This is an optimization exercise on Yosys and OpenROAD, whose aim is small area, not a production implementation.
The RTL was checked by simulation tests, not by an equivalence proof against the original design.
The clock port is modelled as an ideal driver, which makes a skipped or thinned clock tree look cheaper than it is; a real chip needs a root buffer or a tree.
Power and IR drop assume default switching activity.

try-xenon:
==> flow/design.v (excerpt) <==
module controllerModule(B0, B1, B2, B3, RST, _4BCD, Q1, Q2, Q3, Q4, CLK);
  input B0;
  wire B0;
  input B1;
  wire B1;
  input B2;
  wire B2;
  input B3;
  wire B3;
  input RST;
  wire RST;
  output [15:0] _4BCD;
  wire [15:0] _4BCD;
  output [3:0] Q1;
  reg [3:0] Q1;
  output [3:0] Q2;
  reg [3:0] Q2;
  output [3:0] Q3;
  reg [3:0] Q3;
  output [3:0] Q4;
  reg [3:0] Q4;
  input CLK;
  wire CLK;
  wire _000_;
  wire _001_;
  wire _002_;
  wire _003_;
  wire _004_;
  wire _005_;
  wire _006_;
  wire _007_;
  wire _008_;
  wire _009_;
  wire _010_;
  wire _011_;
  wire _012_;
  wire _013_;
  wire _014_;
  wire _015_;
  wire _016_;
  wire _017_;
  wire _018_;
  wire _019_;
  wire _020_;
  wire _021_;
  wire _022_;
  wire _023_;
  wire _024_;
  wire _025_;
  wire _026_;
  wire _027_;
  wire _028_;
  wire _029_;
  wire _030_;
  wire _031_;
  wire _032_;
  wire _033_;
  wire _034_;
  wire _035_;
  wire _036_;
  wire _037_;
  wire _038_;
  wire _039_;
  wire _040_;
  wire _041_;
  wire _042_;
  wire _043_;
  wire _044_;
  wire _045_;
  wire _046_;
  wire _047_;
  wire _048_;
  wire _049_;
  wire _050_;
  wire _051_;
  wire _052_;
  wire _053_;
  wire _054_;
  wire _055_;
  wire _056_;
  wire _057_;
  wire _058_;
  wire _059_;
  wire _060_;
  wire _061_;
  wire _062_;
  wire _063_;
  wire _064_;
  wire _065_;
  wire _066_;
  wire _067_;
  wire _068_;
  wire _069_;
  wire _070_;
  ...
Size: ~130 cells after synthesis, ~17 flip-flops, about 990 um^2 of cells after synthesis.
clock: 20.0 ns
lec_check: 0
cap_margin: 20
core_area: 2 2 66 66
cts_buf_list: sky130_fd_sc_hd__clkbuf_4
die_area: 0 0 68 68
slew_margin: 20
standard.sh (not shown) runs the stock make flow with config.mk's settings and CLKGATE_MAP_FILE= SYNTH_SCRIPT=/design/flow/synth_recipe.tcl, a recipe that flattens the netlist after the stock synthesis.
==> flow/flow/run.sh <==
#!/bin/bash
# Own layout flow: the standard ORFS flow, with changes that only
# affect how the layout is made:
#  - ABC optimises and maps the logic for area (flow/abc_area.script: a
#    deterministic &deepsyn run, then area mapping) instead of the speed
#    script, as the clock period leaves plenty of slack; half/full adders are
#    not extracted before ABC;
#  - every input and output port still gets its own buffer, but a buf_1;
#  - the clock tree is a single buf_6 (CTS builds a root and two leaves,
#    flow/post_cts.tcl moves the leaves' registers to the root's net).
# Each tool's log stays under orfs/logs/; make's own output goes to standard.log.
set -euo pipefail
W=$(pwd)
rm -rf "$W/scripts"
cp -r "$FLOW_HOME/scripts" "$W/scripts"
cp "$W/flow/abc_area.script" "$W/scripts/abc_speed.script"
export SCRIPTS_DIR="$W/scripts"
# no separate half/full-adder extraction: ABC sees all of the logic
export ADDER_MAP_FILE=
export BUFFER_PORTS_ARGS="-buffer_cell sky130_fd_sc_hd__buf_1"
export CTS_ARGS="-buf_list sky130_fd_sc_hd__buf_6 -root_buf sky130_fd_sc_hd__buf_6 -dont_use_dummy_load -repair_clock_nets"
export POST_CTS_TCL="$W/flow/post_cts.tcl"
bash standard.sh > "$W/standard.log" 2>&1
==> flow/flow/abc_area.script <==
strash
&get -n
&deepsyn -J 200 -S 0
&dch -f
&nf -a -R 1000 -p
&put
==> flow/flow/post_cts.tcl <==
# Collapse the clock tree to its root buffer: the design has only 17 registers,
# which one clock buffer drives within the slew limit.
set block [ord::get_db_block]
set root [$block findInst clkbuf_0_CLK]
set root_net [[$root findITerm X] getNet]
foreach inst [$block getInsts] {
  set name [$inst getName]
  if { $inst eq $root } { continue }
  if { ![string match "clkbuf_*" $name] } { continue }
  set in_net [[$inst findITerm A] getNet]
  if { $in_net eq "NULL" || [$in_net getName] ne [$root_net getName] } { continue }
  set onet [[$inst findITerm X] getNet]
  foreach it [$onet getITerms] {
    if { [[$it getInst] getName] eq $name } { continue }
    $it disconnect
    $it connect $root_net
  }
  [$inst findITerm A] disconnect
  [$inst findITerm X] disconnect
  odb::dbInst_destroy $inst
  odb::dbNet_destroy $onet
  puts "post_cts: removed clock buffer $name"
}
detailed_placement
check_placement -verbose
estimate_parasitics -placement
report_clock_min_period
Input changes introduced in try-yarrow (baseline for comparison: try-xenon):
Settings: CTS_BUF_LIST now sky130_fd_sc_hd__clkbuf_8, was sky130_fd_sc_hd__clkbuf_4.
--- a/flow/flow/run.sh
+++ b/flow/flow/run.sh
@@ -7,5 +7,5 @@
 #    not extracted before ABC;
 #  - every input and output port still gets its own buffer, but a buf_1;
-#  - the clock tree is a single buf_6 (CTS builds a root and two leaves,
+#  - the clock tree is a single clkbuf_8 (CTS builds a root and two leaves,
 #    flow/post_cts.tcl moves the leaves' registers to the root's net).
 # Each tool's log stays under orfs/logs/; make's own output goes to standard.log.
@@ -19,5 +19,5 @@
 export ADDER_MAP_FILE=
 export BUFFER_PORTS_ARGS="-buffer_cell sky130_fd_sc_hd__buf_1"
-export CTS_ARGS="-buf_list sky130_fd_sc_hd__buf_6 -root_buf sky130_fd_sc_hd__buf_6 -dont_use_dummy_load -repair_clock_nets"
+export CTS_ARGS="-buf_list sky130_fd_sc_hd__clkbuf_8 -root_buf sky130_fd_sc_hd__clkbuf_8 -dont_use_dummy_load -repair_clock_nets"
 export POST_CTS_TCL="$W/flow/post_cts.tcl"
 bash standard.sh > "$W/standard.log" 2>&1
Notes after the runs:
Per the comparison of try-yarrow with try-xenon, hold slack level; core utilization level; power of the clock network moved up. In the tables for try-xenon and try-yarrow, total power reads lower with try-xenon. Compared to try-xenon, try-yarrow shows a wider setup margin. As far as cell count goes, try-yarrow and try-xenon are indistinguishable; the numbers are identical. For try-xenon and try-yarrow, there was not a single run that failed to finish clean. Lower total routed wire length on the met1 layer was reported by try-yarrow, not try-xenon.
The inputs of try-willow differ from those of try-yarrow as listed below.
==> flow/flow/run.sh <==
#!/bin/bash
# Own layout flow: the standard ORFS flow, with three changes that only
# affect how the layout is made:
#  - ABC maps the logic with an area-oriented script (flow/abc_area.script)
#    instead of the speed script (the clock period leaves plenty of slack);
#  - every input and output port still gets its own buffer, but a buf_1;
#  - the clock tree is a single clkbuf_8 (CTS builds a root and two leaves,
#    flow/post_cts.tcl moves the leaves' registers to the root's net).
# Each tool's log stays under orfs/logs/; make's own output goes to standard.log.
set -euo pipefail
W=$(pwd)
rm -rf "$W/scripts"
cp -r "$FLOW_HOME/scripts" "$W/scripts"
cp "$W/flow/abc_area.script" "$W/scripts/abc_speed.script"
export SCRIPTS_DIR="$W/scripts"
export BUFFER_PORTS_ARGS="-buffer_cell sky130_fd_sc_hd__buf_1"
export CTS_ARGS="-buf_list sky130_fd_sc_hd__clkbuf_8 -root_buf sky130_fd_sc_hd__clkbuf_8 -dont_use_dummy_load -repair_clock_nets"
export POST_CTS_TCL="$W/flow/post_cts.tcl"
bash standard.sh > "$W/standard.log" 2>&1
==> flow/flow/abc_area.script <==
strash
dch -f
&get -n
&nf -a -R 1000
&put
==> comparison <==
- try-willow — setup slack on the worst flop-to-flop path 0.07 ns higher, try-yarrow as reference
- try-willow ended up with met2 as its busiest layer in global routing; try-yarrow ended up with met1.
- try-willow vs try-yarrow, xor/xnor share of the synthesized area went down by 1.8 points.
- [compare] base=try-yarrow new=try-willow: first-pass GRT wire length now sits higher, final non-filler cell area now sits higher.
- try-willow has number of multi-input combinational cells above what try-yarrow had.
What try-lagoon does differently from try-willow at the input level:
==> flow/flow/run.sh <==
#!/bin/bash
# Own layout flow: the standard ORFS flow, with changes that only
# affect how the layout is made:
#  - ABC optimises and maps the logic for area (flow/abc_area.script: a
#    deterministic &deepsyn run, then area mapping) instead of the speed
#    script, as the clock period leaves plenty of slack; half/full adders are
#    not extracted before ABC;
#  - every input and output port still gets its own buffer, but a buf_1;
#  - the clock tree is a single clkbuf_8 (CTS builds a root and two leaves,
#    flow/post_cts.tcl moves the leaves' registers to the root's net).
# Each tool's log stays under orfs/logs/; make's own output goes to standard.log.
set -euo pipefail
W=$(pwd)
rm -rf "$W/scripts"
cp -r "$FLOW_HOME/scripts" "$W/scripts"
cp "$W/flow/abc_area.script" "$W/scripts/abc_speed.script"
export SCRIPTS_DIR="$W/scripts"
# no separate half/full-adder extraction: ABC sees all of the logic
export ADDER_MAP_FILE=
export BUFFER_PORTS_ARGS="-buffer_cell sky130_fd_sc_hd__buf_1"
export CTS_ARGS="-buf_list sky130_fd_sc_hd__buf_6 -root_buf sky130_fd_sc_hd__buf_6 -dont_use_dummy_load -repair_clock_nets"
export POST_CTS_TCL="$W/flow/post_cts.tcl"
bash standard.sh > "$W/standard.log" 2>&1
==> flow/flow/abc_area.script <==
strash
&get -n
&deepsyn -J 200 -S 0
&dch -f
&nf -a -R 1000 -p
&put
--- outcome ---
- Having completed the whole flow, try-lagoon delivered a layout that passed the timing, design-rule and antenna checks.
- The synthesized netlist cell count in try-lagoon sits 3 below the value recorded for try-willow.
- In the metrics for try-lagoon and try-willow, the one carrying the higher number of cells after detailed placement is try-willow.
- try-lagoon and try-willow ended up with nearly the same total power.
- Between try-lagoon and try-willow, the hold slack is higher for try-willow.
- Core utilization ended up 0.38 points lower on try-lagoon than on try-willow.
- Number of max-slew violations in the final report came out exactly the same in try-lagoon and try-willow.
- Re overall fraction of global-route tracks in use: try-willow was higher than try-lagoon.

## separate check: timing with driven ports
The results above use ideal ports. As a check the final layouts listed here were re-extracted and re-timed, cells and wires unchanged.
Step 1: set_driving_cell puts a clkbuf_16 on CLK and a buf_2 on each other input, an assumption about the parent block.
Step 2 moves the port delays by t, midway between the first and last clock arrival at a register: inputs arrive t later, outputs are due t later. That takes back most of the time a late clock gives input paths.
Slacks: ideal / step 1 / step 2; pairs: ideal / step 1.
run	t, ns	setup WS [ns]	worst setup path at the end	worst register clock-pin slew, ns	pins driven straight from the clock port
try-xenon	0.162	13.455 / 13.459 / 13.297	input to register	0.11 / 0.11	1
try-yarrow	0.185	13.492 / 13.495 / 13.309	input to register	0.11 / 0.11	1
try-willow	0.185	13.631 / 13.634 / 13.448	input to register	0.11 / 0.11	1
try-lagoon	0.162	13.455 / 13.459 / 13.297	input to register	0.11 / 0.11	1
After both steps setup and hold are still met in every run listed.
